From an optimization exercise on the open Yosys and OpenROAD flow, aimed at small area, a short achievable clock period and few clock cycles per item; shortcuts taken in it are not production practice.
Only simulation tests tie the RTL to the original design; equivalence was not proved.
Power is estimated from default activity; no workload was simulated.

==> design.v <==
module rr_pick #(parameter n = 4) (
  input [n-1:0] req,
  input [n-1:0] prio,
  output logic [n-1:0] gnt
);
  integer k, d, j;
  logic path, clear;
  always_comb begin
    for (k = 0; k < n; k = k + 1) begin
      path = 1'b0;
      for (d = 0; d < n; d = d + 1) begin
        clear = prio[(k + n - d) % n];
        for (j = 1; j <= d; j = j + 1)
          clear = clear & ~req[(k + n - j) % n];
        path = path | clear;
      end
      gnt[k] = req[k] & path;
    end
  end
endmodule
module route_dest #(parameter id_r = 2, parameter id_c = 2) (
  input [3:0] r,
  input [3:0] c,
  input m,
  output [3:0] d
);
  wire rlt = r < id_r, rgt = r > id_r, clt = c < id_c, cgt = c > id_c;
  assign d[0] = m ? rlt : (!clt & !cgt & rlt);
  assign d[2] = m ? rgt : (!clt & !cgt & rgt);
  assign d[3] = m ? (!rlt & !rgt & clt) : clt;
  assign d[1] = m ? (!rlt & !rgt & cgt) : cgt;
endmodule
module out_fifo #(parameter bits = 32) (
  input clk,
  input rst,
  input [bits-1:0] d0, d1, d2, d3,   
  input [3:0] wr,              
  input pop,
  output [bits-1:0] dout,
  output reg pndng,
  output [1:0] free_nxt        
);
  reg [bits-1:0] hd;           
  reg [bits-1:0] r [6:0];
  reg [2:0] dl [6:0];          
  reg [6:0] v;                 
  reg [6:0] h;                 
  reg [6:0] tl;                
  integer k, m;
  wire do_pop = pop & pndng;
  wire adv = ~pndng | do_pop;            
  wire ring_any = |v;
  wire from_ring = adv & ring_any;
  logic [bits-1:0] rd;
  always_comb begin
    rd = {bits{1'b0}};
    for (k = 0; k < 7; k = k + 1)
      rd = rd | (r[k] & {bits{h[k]}});
  end
  assign dout = hd;
  logic [6:0] nxt;
  always_comb
    for (k = 0; k < 7; k = k + 1) begin
      nxt[k] = 1'b0;
      for (m = 1; m < 7; m = m + 1)
        nxt[k] = nxt[k] | ((dl[k] == m) & h[(k + m) % 7]);
      nxt[k] = nxt[k] & v[k];
    end
  function automatic [2:0] dist_tail(input [6:0] t, input integer p);
    integer q;
    begin
      dist_tail = 3'd0;
      for (q = 0; q < 7; q = q + 1)
        if (t[q]) dist_tail = dist_tail | 3'((q + 1 - p + 14) % 7);
    end
  endfunction
  wire wa = wr[0] | wr[1];     
  wire wb = wr[2] | wr[3];     
  wire [2:0] dna = dist_tail(tl, 0);
  wire [2:0] dnb = wa ? 3'd4 : dist_tail(tl, 3);
  wire [6:0] vp = v & ~(h & {7{from_ring}});
  wire any_wr = wa | wb;
  wire new_old = any_wr & ~(|vp);
  wire [6:0] wpos = {3'b000, wb, 2'b00, wa};
  wire [6:0] first = wa ? 7'd1 : 7'd8;
  wire [6:0] last = wb ? 7'd8 : 7'd1;
  wire [6:0] v_n = {vp[5:0], vp[6]} | wpos;
  assign free_nxt = {~v_n[2], ~v_n[6]};
  always @(posedge clk) begin
    if (from_ring) hd <= rd;
    r[0] <= (d0 & {bits{wr[0]}}) | (d1 & {bits{wr[1]}}) | (r[6] & {bits{~wa}});
    r[3] <= (d2 & {bits{wr[2]}}) | (d3 & {bits{wr[3]}}) | (r[2] & {bits{~wb}});
    for (k = 1; k < 7; k = k + 1)
      if (k != 3) r[k] <= r[k-1];
    dl[0] <= wa ? dna : dl[6];
    dl[3] <= wb ? dnb : dl[2];
    for (k = 1; k < 7; k = k + 1)
      if (k != 3) dl[k] <= dl[k-1];
    if (new_old) h <= first;
    else if (from_ring) h <= {nxt[5:0], nxt[6]};
    else h <= {h[5:0], h[6]};
    if (any_wr) tl <= last;
    else tl <= {tl[5:0], tl[6]};
  end
  always @(posedge clk or posedge rst) begin
    if (rst) begin
      v <= 7'd0;
      pndng <= 1'b0;
    end else begin
      v <= v_n;
      pndng <= (pndng & ~do_pop) | ring_any;
    end
  end
endmodule
module router_bus_gnrtr #(parameter pck_sz = 40, parameter num_ntrfs=4, parameter broadcast = {8{1'b1}}, parameter fifo_depth=8,parameter id_c = 2,parameter id_r = 2,parameter columns= 4, parameter rows = 4)(
  input clk,
  input reset,
  input [num_ntrfs*pck_sz-1:0] data_out_i_in,
  input [num_ntrfs-1:0] pndng_i_in,
  input [num_ntrfs-1:0] pop,
  output [num_ntrfs-1:0] popin,
  output [num_ntrfs-1:0] pndng,
  output [num_ntrfs*pck_sz-1:0] data_out
);
  localparam pb = pck_sz - 8;     
  reg [pb-1:0] sd [0:3];    
  reg [3:0] go;             
  reg [3:0] nacc;           
  reg [3:0] sld;            
  logic [3:0] take;
  logic [3:0] sq_n [0:3];
  logic [3:0] sdst [0:3];    
  logic [1:0] fr [0:3];      
  logic [3:0] gn [0:3];      
  reg [1:0] pp [0:3];        
  logic [3:0] wr [0:3];      
  logic [3:0] go_n;
  genvar i, o;
  generate
    for (i = 0; i < 4; i = i + 1) begin : _in_
      wire [3:0] fd;    
      wire [3:0] sdd;   
      assign sdst[i] = sdd;
      route_dest #(.id_r(id_r), .id_c(id_c)) rt_in (
        .r(data_out_i_in[i*pck_sz + pb - 1 -: 4]), .c(data_out_i_in[i*pck_sz + pb - 5 -: 4]),
        .m(data_out_i_in[i*pck_sz + pb - 9]), .d(fd)
      );
      route_dest #(.id_r(id_r), .id_c(id_c)) rt_st (
        .r(sd[i][pb-1 -: 4]), .c(sd[i][pb-5 -: 4]), .m(sd[i][pb-9]), .d(sdd)
      );
      assign take[i] = pndng_i_in[i] & ~nacc[i];
      assign popin[i] = take[i];
      always_comb begin
        if (nacc[i]) sq_n[i] = sdd;
        else if (take[i]) sq_n[i] = fd;
        else sq_n[i] = 4'd0;
      end
      always @(posedge clk)
        if (sld[i]) sd[i] <= data_out_i_in[i*pck_sz +: pb];
      assign go_n[i] = gn[0][i] | gn[1][i] | gn[2][i] | gn[3][i];
      always @(posedge clk or posedge reset)
        if (reset) begin
          go[i] <= 1'b0;
          nacc[i] <= 1'b0;
          sld[i] <= 1'b1;
        end else begin
          go[i] <= go_n[i];
          nacc[i] <= (sq_n[i] != 4'd0) & ~go_n[i];
          sld[i] <= (sq_n[i] == 4'd0) | go_n[i];
        end
    end
    for (o = 0; o < 4; o = o + 1) begin : _out_
      always_comb begin
        for (int j = 0; j < 4; j = j + 1)
          wr[o][j] = go[j] & sdst[j][o];
        for (int g = 0; g < 2; g = g + 1) begin
          gn[o][2*g] = sq_n[2*g][o] & fr[o][g] & (~sq_n[2*g+1][o] | ~pp[o][g]);
          gn[o][2*g+1] = sq_n[2*g+1][o] & fr[o][g] & (~sq_n[2*g][o] | pp[o][g]);
        end
      end
      always @(posedge clk or posedge reset)
        if (reset) pp[o] <= 2'b00;
        else
          for (int g = 0; g < 2; g = g + 1)
            if (gn[o][2*g] | gn[o][2*g+1]) pp[o][g] <= gn[o][2*g];
      if (o == 0) begin : _o0_
        logic [pb-4:0] dq;
        out_fifo #(.bits(pb-3)) fifo_out (
          .clk(clk), .rst(reset),  .free_nxt(fr[o]),
          .d0({sd[0][pb-4], sd[0][pb-5:0]}), .d1({sd[1][pb-4], sd[1][pb-5:0]}),
          .d2({sd[2][pb-4], sd[2][pb-5:0]}), .d3({sd[3][pb-4], sd[3][pb-5:0]}), .wr(wr[o]), .pop(pop[o]),
          .dout(dq), .pndng(pndng[o])
        );
        assign data_out[o*pck_sz +: pb] = {3'b000, dq};
      end else if (o == 3) begin : _o3_
        logic [pb-4:0] dq;
        out_fifo #(.bits(pb-3)) fifo_out (
          .clk(clk), .rst(reset),  .free_nxt(fr[o]),
          .d0({sd[0][pb-1 -: 4], sd[0][pb-8:0]}), .d1({sd[1][pb-1 -: 4], sd[1][pb-8:0]}),
          .d2({sd[2][pb-1 -: 4], sd[2][pb-8:0]}), .d3({sd[3][pb-1 -: 4], sd[3][pb-8:0]}), .wr(wr[o]), .pop(pop[o]),
          .dout(dq), .pndng(pndng[o])
        );
        assign data_out[o*pck_sz +: pb] = {dq[pb-4 -: 4], 3'b000, dq[pb-8:0]};
      end else begin : _o12_
        out_fifo #(.bits(pb)) fifo_out (
          .clk(clk), .rst(reset),  .free_nxt(fr[o]),
          .d0(sd[0]), .d1(sd[1]), .d2(sd[2]), .d3(sd[3]), .wr(wr[o]), .pop(pop[o]),
          .dout(data_out[o*pck_sz +: pb]), .pndng(pndng[o])
        );
      end
      assign data_out[o*pck_sz + pb +: 8] = 8'(o);
    end
  endgenerate
endmodule
==> flow/run.sh <==
#!/bin/bash
set -euo pipefail
export BUFFER_PORTS_ARGS="-buffer_cell sky130_fd_sc_hd__buf_1"
bash standard.sh > flow_make.log 2>&1
==> standard.sh <==
#!/bin/bash
# synth_recipe.tcl (not shown) runs the flow's synth.tcl, then flattens the netlist and writes it again
# the make line also repeats each setting of config.mk as NAME=value (left out here)
make -C /OpenROAD-flow-scripts/flow DESIGN_CONFIG=/design/flow/config.mk WORK_HOME=/design/flow/orfs CLKGATE_MAP_FILE= SYNTH_SCRIPT=/design/flow/synth_recipe.tcl "${@:-finish}"
==> config.mk <==
export PLATFORM = sky130hd
export DESIGN_NAME = router_bus_gnrtr
export DESIGN_NICKNAME = router_bus_gnrtr
export VERILOG_FILES = /design/flow/design.v
export SDC_FILE = /design/flow/constraint.sdc
export NUM_CORES = 4
export LEC_CHECK = 0
export CAP_MARGIN = 10
export CORE_MARGIN = 2
export CORE_UTILIZATION = 50
export CTS_CLUSTER_DIAMETER = 80
export CTS_CLUSTER_SIZE = 20
export SETUP_SLACK_MARGIN = 2.65
export SLEW_MARGIN = 10
==> constraint.sdc <==
create_clock -name core_clock -period 5.0 [get_ports {clk}]
set_input_delay 1.0000 -clock core_clock [delete_from_list [all_inputs] [get_ports {clk}]]
set_output_delay 1.0000 -clock core_clock [all_outputs]
set_load 0.01 [all_outputs]
==> impl_table.tex <==
\begin{tabular}{lr}
\hline
Metric & Value \\
\hline
\multicolumn{2}{l}{\textbf{Status}} \\
Run status & no timing/DRC/antenna violations \\
\multicolumn{2}{l}{\textbf{Clocking}} \\
Clock latency reported for the late side of the worst-skew pair & 660 ps \\
CTS tree & built \\
Number of clock buffers inserted by TritonCTS & 74 \\
Total number of clock tree sinks & 1296 \\
Clock slew at reported path FFs & 90 ps \\
Buffer depth of the longest clock path & 3 \\
CTS H-Tree Depth & 3 \\
CTS root buffer & sky130\_fd\_sc\_hd\_\_clkbuf\_16 \\
\multicolumn{2}{l}{\textbf{Placement}} \\
Port buffer count & 267 \\
Placed cell area & 43800 um\^{}2 \\
Global placement routability congestion & 0.918 \\
Placement-stage worst setup slack & 1710 ps \\
Cell total after placement & 4718 \\
Detailed placement HPWL & 90300 um \\
\multicolumn{2}{l}{\textbf{Routing}} \\
Total DRC errors in the routed layout & 0 \\
Final WL & 144000 um \\
Routed vias/inst & 6.33 \\
WL/cell & 29.0 um \\
Number of nets with antenna violations after detailed routing & 0 \\
DR iter-0 viols & 4221 \\
Number of iterations in the first detailed-routing pass & 7 \\
Via count of the routed design & 31600 \\
\multicolumn{2}{l}{\textbf{STA}} \\
Hold Slack & 331 ps \\
Final setup TNS & 0 ps \\
Transition time at the pin with the least slew margin & 1270 ps \\
Worst clock skew & 30.0 ps \\
Setup ws final & 2600 ps \\
Setup violation total in the final timing report & 0 \\
Number of max-slew violations in the final report & 0 \\
Portion of the clock cycle consumed by the worst path in the final layout & 48.0\% \\
Final hold viol count & 0 \\
RSZ-0062 raised after global routing & yes \\
Highest attainable clock frequency & 417 MHz \\
Clock period minus final worst setup slack & 2400 ps \\
Relative slew slack & 15.3\% \\
\multicolumn{2}{l}{\textbf{GRT}} \\
Antenna violations before repair & 11 \\
Largest net degree at the start of global routing & 53 \\
Wire length of the first global-routing pass & 207000 um \\
GR Overflow Total & 0 \\
Via count of the first global-routing pass & 30600 \\
All-Layer GR Usage & 32.7\% \\
\multicolumn{2}{l}{\textbf{Synthesis}} \\
Synthesized area per cell & 11.8 um\^{}2 \\
Post-synthesis adder-cell area fraction & 0\% \\
Synth unique cells & 75 \\
Proportion of synthesized chip area in sequential cells & 68.9\% \\
Dominant synthesized flop cell & sky130\_fd\_sc\_hd\_\_dfxtp\_1 \\
Proportion of register bits with asynchronous set or reset after synthesis & 4.01\% \\
Total number of yosys warnings & 20 \\
Post-synth EDFFs & 250 \\
Synth Area in Compound Gates & 17.6\% \\
Combined area of all synthesized cells & 41700 um\^{}2 \\
Dominant combinational cell family by area after synthesis & compound AO/OA/AOI/OAI gates \\
Post-Synth XOR/XNOR Area & 0\% \\
Simple-Gate Fraction of Synth Area & 10.1\% \\
Yosys reg bits & 1296 \\
Multiplexer fraction of the synthesized cell area & 0.0510\% \\
Instance count of the mapped netlist & 3530 \\
\multicolumn{2}{l}{\textbf{Finish}} \\
Fill cells & 6797 \\
Top library cells by usage in the layout, fill and taps aside & 986 x sky130\_fd\_sc\_hd\_\_dfxtp\_1, 545 x sky130\_fd\_sc\_hd\_\_nand2\_1, 470 x sky130\_fd\_sc\_hd\_\_a22oi\_1 \\
Layout net count & 4035 \\
Final core occ & 57.7\% \\
Final instance area & 47600 um\^{}2 \\
Post-route insts no fill & 4982 \\
Number of antenna cells inserted & 0 \\
Share of layout cells above drive strength 1 & 10.3\% \\
Most common cell after layout, fill and taps aside & sky130\_fd\_sc\_hd\_\_dfxtp\_1 \\
Syn-to-layout area delta & 14.1\% \\
\multicolumn{2}{l}{\textbf{Floorplanning}} \\
Total die area & 85700 um\^{}2 \\
Number of standard-cell rows in the floorplan & 105 \\
Starting Density & 50.6\% \\
Width of the chip & 293 um \\
Vertical die dimension & 293 um \\
Floorplan core area & 82400 um\^{}2 \\
Number of top-level design ports & 338 \\
\multicolumn{2}{l}{\textbf{Critical path}} \\
Critical path buffer and inverter count & 3 \\
Slowest cell on the critical path & sky130\_fd\_sc\_hd\_\_or4b\_4 \\
Endpoint kind of the worst setup timing path & register \\
Required arrival time at the worst endpoint & 5590 ps \\
Setup CP Type & reg2reg \\
CP cell instances & or4b\_4, a211oi\_4, buf\_4, buf\_12, buf\_4, a22oi\_1, nand2\_1 \\
Cell class contributing the biggest share of worst-path delay & simple AND/OR/NAND/NOR gates \\
Crit path arrival time & 2990 ps \\
Worst Reg-to-Reg Cells & 7 \\
Kind of start point of the critical path & register \\
Largest stage delay on the critical path & 660 ps \\
Cell occurring most often along the worst timing path & sky130\_fd\_sc\_hd\_\_buf\_4 \\
Highest net fanout along the worst path & 9 \\
Critical path depth & 7 \\
\multicolumn{2}{l}{\textbf{Power and ir drop}} \\
Total Power & 34.2 mW \\
Static leakage power & 18.8 nW \\
Total power density per cell area & 719 nW/um\^{}2 \\
Worst voltage drop across the vdd grid & 431 uV \\
\multicolumn{2}{l}{\textbf{Worst hold path}} \\
Class of the worst hold path & reg2reg \\
Number of stages on the worst hold path & 0 \\
\multicolumn{2}{l}{\textbf{Run}} \\
Maximum capacitance violations & 0 \\
\hline
\end{tabular}
## final timing paths
| check | startpoint | to | slack [ps] |
|---|---|---|---|
| worst max-delay path | sd[3][27] | _out_[2].genblk1._o12_.fifo_out.r[3][6] | 2600 |
| worst min-delay path | _out_[1].genblk1._o12_.fifo_out.r[1][5] | _out_[1].genblk1._o12_.fifo_out.r[2][5] | 330 |
| worst max register to register | sd[3][27] | _out_[2].genblk1._o12_.fifo_out.r[3][6] | 2600 |
| worst min register to register | _out_[1].genblk1._o12_.fifo_out.r[1][5] | _out_[1].genblk1._o12_.fifo_out.r[2][5] | 330 |
| max in group asynchronous | reset | nacc[3] | 3830 |
| min in group asynchronous | reset | _out_[1].genblk1._o12_.fifo_out.v[6] | 590 |
## state kept, by name, summed over array words and instances, names as in the netlist, 29 cells and up
register / count
_out_._o0_.fifo_out.hd: 29
_out_._o0_.fifo_out.r: 203
_out_.genblk1._o12_.fifo_out.dl: 42
_out_.genblk1._o12_.fifo_out.hd: 64
_out_.genblk1._o12_.fifo_out.r: 448
_out_.genblk1._o3_.fifo_out.hd: 29
_out_.genblk1._o3_.fifo_out.r: 203
sd: 128
## logic make-up (layout without fill, tap and decap cells)
logic type | Yosys count | after routing
buf+inv | 325 | 664
flops | 1296 | 1296
compound gates | 967 | 967
mux | 2 | 2
simple gates | 938 | 945
other cells | 2 | 38
## cells in the mapped netlist (4+ instances only)
cell                       number  area (um^2)
sky130_fd_sc_hd__o211ai_1      10         75.1
sky130_fd_sc_hd__or4_1          9         67.6
sky130_fd_sc_hd__buf_4         42          315
sky130_fd_sc_hd__o21ai_0       79          395
sky130_fd_sc_hd__a21oi_1       81          405
sky130_fd_sc_hd__clkbuf_1     178          668
sky130_fd_sc_hd__nor2b_1       16          100
sky130_fd_sc_hd__a221o_1        4         40.0
sky130_fd_sc_hd__nand3_1      139          696
sky130_fd_sc_hd__a22o_1         4         35.0
sky130_fd_sc_hd__or4b_4         5         68.8
sky130_fd_sc_hd__inv_1         79          297
sky130_fd_sc_hd__edfxtp_1     250         7510
sky130_fd_sc_hd__nand2_1      546         2050
sky130_fd_sc_hd__nor3_1        73          365
sky130_fd_sc_hd__a31oi_1       29          181
sky130_fd_sc_hd__a211oi_2      10          125
sky130_fd_sc_hd__or4b_1         7         70.1
sky130_fd_sc_hd__buf_1         19         71.3
sky130_fd_sc_hd__dfstp_2        4          105
sky130_fd_sc_hd__nand2b_1      11         68.8
sky130_fd_sc_hd__nor2_1        56          210
sky130_fd_sc_hd__dfxtp_1      994        19900
sky130_fd_sc_hd__a222oi_1     130         1300
sky130_fd_sc_hd__a211o_1       26          228
sky130_fd_sc_hd__o211a_1        6         60.1
sky130_fd_sc_hd__nor4b_1        8         70.1
sky130_fd_sc_hd__or2_2          6         37.5
sky130_fd_sc_hd__a211oi_1      24          180
sky130_fd_sc_hd__a22oi_1      478         3590
sky130_fd_sc_hd__and3_1        20          125
sky130_fd_sc_hd__o21ai_1        7         35.0
sky130_fd_sc_hd__dfrtp_1       48         1200
sky130_fd_sc_hd__o21bai_1       7         52.6
sky130_fd_sc_hd__a21boi_0      18          135
sky130_fd_sc_hd__or3_1         17          106
sky130_fd_sc_hd__nand4_1        5         31.3
sky130_fd_sc_hd__buf_2          7         35.0
sky130_fd_sc_hd__o31ai_1       11         82.6
sky130_fd_sc_hd__nor4_1        11         68.8
## repair_timing
item                       4_1_cts  5_1_grt
gates cloned                    11        2
setup endpoints to repair      436      283
hold buffers                     0        0
resized for setup               78       42
pin swaps                       23       28
setup buffers                   76       52
## layer usage
metal / global-route usage (%) / up-vias / share of wire [%]
met2: 51.9 / 1879 / 46
met3: 5.93 / 339 / 9.6
met1: 43.7 / 15700 / 40
li1: - / 13700 / -
met5: 0 / - / 0.045
met4: 15.0 / 8 / 4.9
## final cells by class
| class | instances | area, um^2 | share of cell area (%) |
|---|---|---|---|
| sequential | 1296 | 28700 | 60.4 |
| multi-input combinational | 1952 | 12200 | 25.8 |
| timing repair buffer | 459 | 2780 | 5.85 |
| clock buffer | 117 | 2060 | 4.32 |
| tap | 1070 | 1340 | 2.82 |
| inverter | 79 | 313 | 0.658 |
| clock inverter | 6 | 67.6 | 0.142 |
| timing repair inverter | 3 | 22.5 | 0.0474 |
## power breakdown
part / switching, mW / internal, mW
combinational: 5.80 / 3.02
sequential: 3.49 / 15.6
clock: 3.42 / 2.86
total: 12.7 / 21.5
Testbench counts, summed over its fixed seeds: cycles 1,728, packets 4,800.

-- afterwards: timing with drivers on the ports --
How much do the figures lean on ideal ports? The routed layout below was timed once more, with nothing changed but the port constraints. Step 1 sets driving cells, clkbuf_16 on the clock port and buf_2 on the other inputs (assumed; they add their load-dependent delay and slew). Step 2 moves the port delays by t, midway between the first and last clock arrival at a register: inputs arrive t later, outputs are due t later. That takes back most of the time a late clock gives input paths. a / b / c = no drivers / after step 1 / after step 2; a / b = the first two.
shift t [ns]: 0.713
slack for setup (ns): 2.602 / 2.557 / 1.977
hold slack, ns: 0.331 / 0.331 / 0.331
worst register clock-pin slew, ns: 0.09 / 0.09
pins driven straight from the clock port: 1
After both steps setup and hold are still met in this run. For this run, drivers alone change the setup slack by -0.045 ns; drivers and shift together by -0.625 ns.
